Source: an optimization exercise on an open RTL-to-GDS flow (aim: small area, a short achievable clock period and few clock cycles per item). Production flows keep margins and buffers that such runs may drop.

==> flow/design.v <==
`timescale 1ns / 1ps
module mod_mul64_module
#(
    parameter A_WIDTH = 64,
    parameter B_WIDTH = 64,
    parameter N_WIDTH = 64
)
(
    input clk,
    input rst,
    input start,
    input [A_WIDTH-1:0] A,
    input [B_WIDTH-1:0] B,
    input [N_WIDTH-1:0] N,
    output [N_WIDTH-1:0] P,
    output done
);
    localparam W = 66;
    localparam IDLE = 3'd0;
    localparam NORM = 3'd1;
    localparam LOOP = 3'd2;
    localparam CONV = 3'd3;
    localparam SHR  = 3'd4;
    reg [2:0] state;
    reg done_reg;
    reg [5:0] sc;
    reg [6:0] cnt;
    reg b_cur;       
    reg b_nxt;       
    reg b_nn;        
    reg md2;         
    reg md1;         
    reg mdh;         
    reg cadd;        
    reg q_a1;        
    reg q_a2;        
    reg q_s1;        
    reg q_s2;        
    reg neg;         
    reg [7:0] u4;    
    reg [63:0] n_reg;
    reg [7:0] v2;    
    reg [7:0] v1;    
    reg [7:0] v0;    
    reg [7:0] vm1;   
    reg [4:0] a5;    
    reg [5:0] a15;   
    reg [W-1:0] S, C;
    wire ml = md2;
    wire hold = md1;
    wire [W-1:0] s_in = ({W{md2}} & {S[W-2:0], 1'b0})
                      | ({W{hold}} & S)
                      | ({W{mdh}} & {1'b0, S[W-1:1]});
    wire [W-1:0] c_in = ({W{md2}} & {C[W-2:0], 1'b0})
                      | ({W{hold | mdh}} & C);
    wire [W-1:0] n1 = {2'b00, n_reg};
    wire [W-1:0] n2 = {1'b0, n_reg, 1'b0};
    wire [W-1:0] y = (({W{q_a1 | q_s1}} & n1) | ({W{q_a2 | q_s2}} & n2)) ^ {W{neg}};
    wire [W-1:0] s1 = s_in ^ c_in ^ y;
    wire [W-1:0] maj1 = (s_in & c_in) | (s_in & y) | (c_in & y);
    wire [W-1:0] c1 = {maj1[W-2:0], neg};
    wire xb = ml & b_cur;
    wire [W-1:0] x = {2'b00, {64{xb}} & A};
    wire [W-1:0] s2 = s1 ^ c1 ^ x;
    wire [W-1:0] maj2 = (s1 & c1) | (s1 & x) | (c1 & x);
    wire [W-1:0] c2 = {maj2[W-2:0], 1'b0};
    always @(posedge clk) begin
        S <= s2;
        C <= c2;
    end
    wire [7:0] u1 = S[65:58];
    wire [7:0] u2 = C[65:58];
    wire [7:0] e_s = u1 ^ u2 ^ u4;
    wire [7:0] e_c = {(u1[6:0] & u2[6:0]) | (u1[6:0] & u4[6:0]) | (u2[6:0] & u4[6:0]), 1'b0};
    wire lt2, lt1, lt0, ltm1;
    sign3 u_s2  (.a(e_s), .b(e_c), .k(v2),  .s(lt2));
    sign3 u_s1  (.a(e_s), .b(e_c), .k(v1),  .s(lt1));
    sign3 u_s0  (.a(e_s), .b(e_c), .k(v0),  .s(lt0));
    sign3 u_sm1 (.a(e_s), .b(e_c), .k(vm1), .s(ltm1));
    wire ge2 = !lt2;
    wire ge1 = !lt1;
    wire ge0 = !lt0;
    wire gem1 = !ltm1;
    wire nq_s2 = ge2;
    wire nq_s1 = ge1 & !ge2;
    wire nq_a1 = gem1 & !ge0;
    wire nq_a2 = !gem1;
    wire u4_first = (state == NORM);
    wire [7:0] u4_n = u4_first ? {2'b11, ~n_next[63:58]} :
                      ({8{nq_a1}} & {3'b000, n_reg[63:59]})
                    | ({8{nq_a2}} & {2'b00, n_reg[63:58]})
                    | ({8{nq_s1}} & {3'b111, ~n_reg[63:59]})
                    | ({8{nq_s2}} & {2'b11, ~n_reg[63:58]});
    reg [8:0] cz_grp;
    always @(posedge clk) begin
        cz_grp[0] <= ~|c2[7:0];
        cz_grp[1] <= ~|c2[15:8];
        cz_grp[2] <= ~|c2[23:16];
        cz_grp[3] <= ~|c2[31:24];
        cz_grp[4] <= ~|c2[39:32];
        cz_grp[5] <= ~|c2[47:40];
        cz_grp[6] <= ~|c2[55:48];
        cz_grp[7] <= ~|c2[63:56];
        cz_grp[8] <= ~|c2[W-1:64];
    end
    wire c_zero = &cz_grp;
    wire fin = (state == CONV) && !cadd && c_zero;
    wire done_now = fin && !S[W-1] && (sc == 6'd0);
    wire [6:0] cnt_3 = cnt + 7'd3;
    wire b_n3 = !cnt_3[6] & B[~cnt_3[5:0]];
    wire last = (cnt == {1'b0, sc} + 7'd63);
    wire n_ld = (state == IDLE);
    wire n_sh = (state == NORM) && !n_reg[63];
    wire n_hd = !n_ld && !n_sh;
    wire [63:0] n_next = ({64{n_ld}} & N)
                       | ({64{n_sh}} & {n_reg[62:0], 1'b0})
                       | ({64{n_hd}} & n_reg);
    always @(posedge clk) begin
        u4 <= u4_n;
        n_reg <= n_next;
        a5 <= A[63:59];
        a15 <= a15_n[6:1];
    end
    wire [6:0] a15_n = {2'b00, A[63:59]} + {1'b0, A[63:59], 1'b0};
    wire u3_h = b_nxt;
    wire u3_l = b_nn;
    wire [7:0] u3_n = (u3_h & u3_l) ? {2'b00, a15} :
                      u3_h ? {3'b000, a5} :
                      u3_l ? {4'b0000, a5[4:1]} : 8'd0;
    wire [7:0] fx_n = {5'b00001, n_next[62:60]};
    always @(posedge clk) begin
        v2 <= u3_n;
        v1 <= u3_n + 8'd4;
        v0 <= u3_n + fx_n + 8'd5;
        vm1 <= u3_n + {fx_n[6:0], 1'b0} + 8'd6;
    end
    always @(posedge clk, posedge rst) begin
        if (rst) begin
            state <= IDLE;
            done_reg <= 1'b0;
            sc <= 6'd0;
            cnt <= 7'd0;
            b_cur <= 1'b0;
            b_nxt <= 1'b0;
            b_nn <= 1'b0;
            md2 <= 1'b0;
            md1 <= 1'b1;
            mdh <= 1'b0;
            cadd <= 1'b0;
            q_a1 <= 1'b0;
            q_a2 <= 1'b0;
            q_s1 <= 1'b0;
            q_s2 <= 1'b0;
            neg <= 1'b0;
        end
        else begin
            cadd <= 1'b0;
            md2 <= 1'b0;
            md1 <= 1'b0;
            mdh <= 1'b0;
            q_a1 <= 1'b0;
            q_a2 <= 1'b0;
            q_s1 <= 1'b0;
            q_s2 <= 1'b0;
            neg <= 1'b0;
            case (state)
                IDLE: begin
                    b_nxt <= B[63];
                    b_nn <= B[62];
                    cnt <= 7'd0;
                    sc <= 6'd0;
                    if (start) begin
                        done_reg <= 1'b0;
                        state <= NORM;
                    end
                    else
                        md1 <= 1'b1;
                end
                NORM: begin
                    if (!n_reg[63])
                        sc <= sc + 6'd1;
                    if (n_reg[63] || n_reg[62]) begin
                        b_cur <= b_nxt;
                        b_nxt <= b_nn;
                        b_nn <= B[61];
                        state <= LOOP;
                        md2 <= 1'b1;
                        q_s2 <= 1'b1;
                        neg <= 1'b1;
                    end
                end
                LOOP: begin
                    cnt <= cnt + 7'd1;
                    b_cur <= b_nxt;
                    b_nxt <= b_nn;
                    b_nn <= b_n3;
                    if (last) begin
                        state <= CONV;
                        md1 <= 1'b1;
                        cadd <= 1'b1;
                        q_a1 <= gem1;
                        q_a2 <= !gem1;
                    end
                    else begin
                        md2 <= 1'b1;
                        q_s2 <= nq_s2;
                        q_s1 <= nq_s1;
                        q_a1 <= nq_a1;
                        q_a2 <= nq_a2;
                        neg <= ge1;
                    end
                end
                CONV: begin
                    md1 <= 1'b1;
                    if (fin) begin
                        if (S[W-1]) begin
                            q_a1 <= 1'b1;
                            cadd <= 1'b1;
                        end
                        else if (sc != 6'd0) begin
                            state <= SHR;
                            md1 <= 1'b0;
                            mdh <= 1'b1;
                        end
                        else begin
                            state <= IDLE;
                            done_reg <= 1'b1;
                        end
                    end
                end
                SHR: begin
                    sc <= sc - 6'd1;
                    if (sc == 6'd1) begin
                        state <= IDLE;
                        done_reg <= 1'b1;
                        md1 <= 1'b1;
                    end
                    else
                        mdh <= 1'b1;
                end
                default: state <= IDLE;
            endcase
        end
    end
    assign P = S[63:0];
    assign done = done_reg | done_now;
endmodule
module sign3 (
    input [7:0] a,
    input [7:0] b,
    input [7:0] k,
    output s
);
    wire [7:0] x = a ^ b ^ k;
    wire [7:0] y = {(a[6:0] & b[6:0]) | (a[6:0] & k[6:0]) | (b[6:0] & k[6:0]), 1'b0};
    wire [6:0] g0 = x[6:0] & y[6:0];
    wire [6:0] p0 = x[6:0] ^ y[6:0];
    wire [6:0] g1, p1, g2, p2, g3;
    genvar i;
    generate
        for (i = 0; i < 7; i = i + 1) begin : pf
            if (i < 1) begin : a1
                assign g1[i] = g0[i];
                assign p1[i] = p0[i];
            end else begin : b1
                assign g1[i] = g0[i] | (p0[i] & g0[i-1]);
                assign p1[i] = p0[i] & p0[i-1];
            end
            if (i < 2) begin : a2
                assign g2[i] = g1[i];
                assign p2[i] = p1[i];
            end else begin : b2
                assign g2[i] = g1[i] | (p1[i] & g1[i-2]);
                assign p2[i] = p1[i] & p1[i-2];
            end
            if (i < 4) begin : a3
                assign g3[i] = g2[i];
            end else begin : b3
                assign g3[i] = g2[i] | (p2[i] & g2[i-4]);
            end
        end
    endgenerate
    assign s = x[7] ^ y[7] ^ g3[6];
endmodule
==> flow/config.mk <==
export PLATFORM = sky130hd
export DESIGN_NAME = mod_mul64_module
export DESIGN_NICKNAME = mod_mul64_module
export VERILOG_FILES = /design/flow/design.v
export SDC_FILE = /design/flow/constraint.sdc
export NUM_CORES = 4
export LEC_CHECK = 0
export CAP_MARGIN = 20
export CORE_MARGIN = 2
export CORE_UTILIZATION = 40
export CTS_BUF_LIST = sky130_fd_sc_hd__clkbuf_4 sky130_fd_sc_hd__clkbuf_8
export SETUP_SLACK_MARGIN = 3.0
export SLEW_MARGIN = 20
export BUFFER_PORTS_ARGS = -buffer_cell sky130_fd_sc_hd__buf_1
==> flow/constraint.sdc <==
create_clock -name core_clock -period 6.0 [get_ports {clk}]
set_input_delay 1.2000 -clock core_clock [delete_from_list [all_inputs] [get_ports {clk}]]
set_output_delay 1.2000 -clock core_clock [all_outputs]
set_load 0.01 [all_outputs]
standard.sh (not shown) runs the stock make flow with config.mk's settings and CLKGATE_MAP_FILE= SYNTH_SCRIPT=/design/flow/synth_recipe.tcl, a recipe that flattens the netlist after the stock synthesis.
==> flow/flow/run.sh <==
#!/bin/bash
# The standard layout (the standard.sh), with plain buf_1 cells as the
# port buffers instead of the default clkdlybuf4s50_1. The make output goes
# to standard.log; ORFS keeps each step's log under orfs/logs.
set -e
echo 'export BUFFER_PORTS_ARGS = -buffer_cell sky130_fd_sc_hd__buf_1' >> config.mk
bash standard.sh > standard.log 2>&1
The baseline ran to the end with no violations.
Then changed:
--- a/flow/design.v
+++ b/flow/design.v
@@ -29,16 +29,14 @@
     reg b_nxt;       
     reg b_nn;        
     reg md2;         
     reg md1;         
     reg mdh;         
     reg cadd;        
-    reg q_a1;        
-    reg q_a2;        
-    reg q_s1;        
-    reg q_s2;        
+    reg sel1;        
+    reg sel2;        
     reg neg;         
     reg [7:0] u4;    
     reg [63:0] n_reg;
     reg [7:0] v2;    
     reg [7:0] v1;    
     reg [7:0] v0;    
@@ -52,13 +50,13 @@
                       | ({W{hold}} & S)
                       | ({W{mdh}} & {1'b0, S[W-1:1]});
     wire [W-1:0] c_in = ({W{md2}} & {C[W-2:0], 1'b0})
                       | ({W{hold | mdh}} & C);
     wire [W-1:0] n1 = {2'b00, n_reg};
     wire [W-1:0] n2 = {1'b0, n_reg, 1'b0};
-    wire [W-1:0] y = (({W{q_a1 | q_s1}} & n1) | ({W{q_a2 | q_s2}} & n2)) ^ {W{neg}};
+    wire [W-1:0] y = (({W{sel1}} & n1) | ({W{sel2}} & n2)) ^ {W{neg}};
     wire [W-1:0] s1 = s_in ^ c_in ^ y;
     wire [W-1:0] maj1 = (s_in & c_in) | (s_in & y) | (c_in & y);
     wire [W-1:0] c1 = {maj1[W-2:0], neg};
     wire xb = ml & b_cur;
     wire [W-1:0] x = {2'b00, {64{xb}} & A};
     wire [W-1:0] s2 = s1 ^ c1 ^ x;
@@ -88,23 +86,18 @@
     wire u4_first = (state == NORM);
     wire [7:0] u4_n = u4_first ? {2'b11, ~n_next[63:58]} :
                       ({8{nq_a1}} & {3'b000, n_reg[63:59]})
                     | ({8{nq_a2}} & {2'b00, n_reg[63:58]})
                     | ({8{nq_s1}} & {3'b111, ~n_reg[63:59]})
                     | ({8{nq_s2}} & {2'b11, ~n_reg[63:58]});
-    reg [8:0] cz_grp;
-    always @(posedge clk) begin
-        cz_grp[0] <= ~|c2[7:0];
-        cz_grp[1] <= ~|c2[15:8];
-        cz_grp[2] <= ~|c2[23:16];
-        cz_grp[3] <= ~|c2[31:24];
-        cz_grp[4] <= ~|c2[39:32];
-        cz_grp[5] <= ~|c2[47:40];
-        cz_grp[6] <= ~|c2[55:48];
-        cz_grp[7] <= ~|c2[63:56];
-        cz_grp[8] <= ~|c2[W-1:64];
+    reg [16:0] cz_grp;
+    integer g;
+    always @(posedge clk) begin
+        for (g = 0; g < 16; g = g + 1)
+            cz_grp[g] <= ~|c2[4*g +: 4];
+        cz_grp[16] <= ~|c2[W-1:64];
     end
     wire c_zero = &cz_grp;
     wire fin = (state == CONV) && !cadd && c_zero;
     wire done_now = fin && !S[W-1] && (sc == 6'd0);
     wire [6:0] cnt_3 = cnt + 7'd3;
     wire b_n3 = !cnt_3[6] & B[~cnt_3[5:0]];
@@ -144,27 +137,23 @@
             b_nxt <= 1'b0;
             b_nn <= 1'b0;
             md2 <= 1'b0;
             md1 <= 1'b1;
             mdh <= 1'b0;
             cadd <= 1'b0;
-            q_a1 <= 1'b0;
-            q_a2 <= 1'b0;
-            q_s1 <= 1'b0;
-            q_s2 <= 1'b0;
+            sel1 <= 1'b0;
+            sel2 <= 1'b0;
             neg <= 1'b0;
         end
         else begin
             cadd <= 1'b0;
             md2 <= 1'b0;
             md1 <= 1'b0;
             mdh <= 1'b0;
-            q_a1 <= 1'b0;
-            q_a2 <= 1'b0;
-            q_s1 <= 1'b0;
-            q_s2 <= 1'b0;
+            sel1 <= 1'b0;
+            sel2 <= 1'b0;
             neg <= 1'b0;
             case (state)
                 IDLE: begin
                     b_nxt <= B[63];
                     b_nn <= B[62];
                     cnt <= 7'd0;
@@ -182,42 +171,40 @@
                     if (n_reg[63] || n_reg[62]) begin
                         b_cur <= b_nxt;
                         b_nxt <= b_nn;
                         b_nn <= B[61];
                         state <= LOOP;
                         md2 <= 1'b1;
-                        q_s2 <= 1'b1;
+                        sel2 <= 1'b1;
                         neg <= 1'b1;
                     end
                 end
                 LOOP: begin
                     cnt <= cnt + 7'd1;
                     b_cur <= b_nxt;
                     b_nxt <= b_nn;
                     b_nn <= b_n3;
                     if (last) begin
                         state <= CONV;
                         md1 <= 1'b1;
                         cadd <= 1'b1;
-                        q_a1 <= gem1;
-                        q_a2 <= !gem1;
+                        sel1 <= gem1;
+                        sel2 <= !gem1;
                     end
                     else begin
                         md2 <= 1'b1;
-                        q_s2 <= nq_s2;
-                        q_s1 <= nq_s1;
-                        q_a1 <= nq_a1;
-                        q_a2 <= nq_a2;
+                        sel1 <= nq_s1 | nq_a1;
+                        sel2 <= nq_s2 | nq_a2;
                         neg <= ge1;
                     end
                 end
                 CONV: begin
                     md1 <= 1'b1;
                     if (fin) begin
                         if (S[W-1]) begin
-                            q_a1 <= 1'b1;
+                            sel1 <= 1'b1;
                             cadd <= 1'b1;
                         end
                         else if (sc != 6'd0) begin
                             state <= SHR;
                             md1 <= 1'b0;
                             mdh <= 1'b1;
=>
- The changed run completed with no timing, DRC or antenna violations
- non-clock buffer count decreases by 20
- core utilization decreases by 1.9 points
- final area shrinks by 3.2%
- flip-flop and latch count grows by 6
- wire length drops by 2.1%
- final cell count goes down by 0.43%
- synthesized cell count grows by 1.2%
No run of this note included a check of the RTL's function; only the layout flow was run.

==> port drivers added, routing unchanged <==
No port has a modelled driver above. Below, the same layouts with a new extraction and two added sets of constraints. Step 1 (the two cells are an assumption about what drives the block):
set clk [get_ports {clk}]
set_driving_cell -lib_cell sky130_fd_sc_hd__clkbuf_16 $clk
set_driving_cell -lib_cell sky130_fd_sc_hd__buf_2 [delete_from_list [all_inputs] $clk]
Step 2 moves the port delays by t, midway between the first and last clock arrival at a register: inputs arrive t later, outputs are due t later. That takes back most of the time a late clock gives input paths. a / b / c = no drivers / after step 1 / after step 2; a / b = the first two.
run	t (ns)	setup WS [ns]	latest minus earliest clock arrival (ns)
the first run	0.646	2.707 / 2.707 / 2.707	0.032 / 0.032
the second run	0.671	2.583 / 2.529 / 2.669	0.016 / 0.017
After both steps every run listed still meets setup and hold.
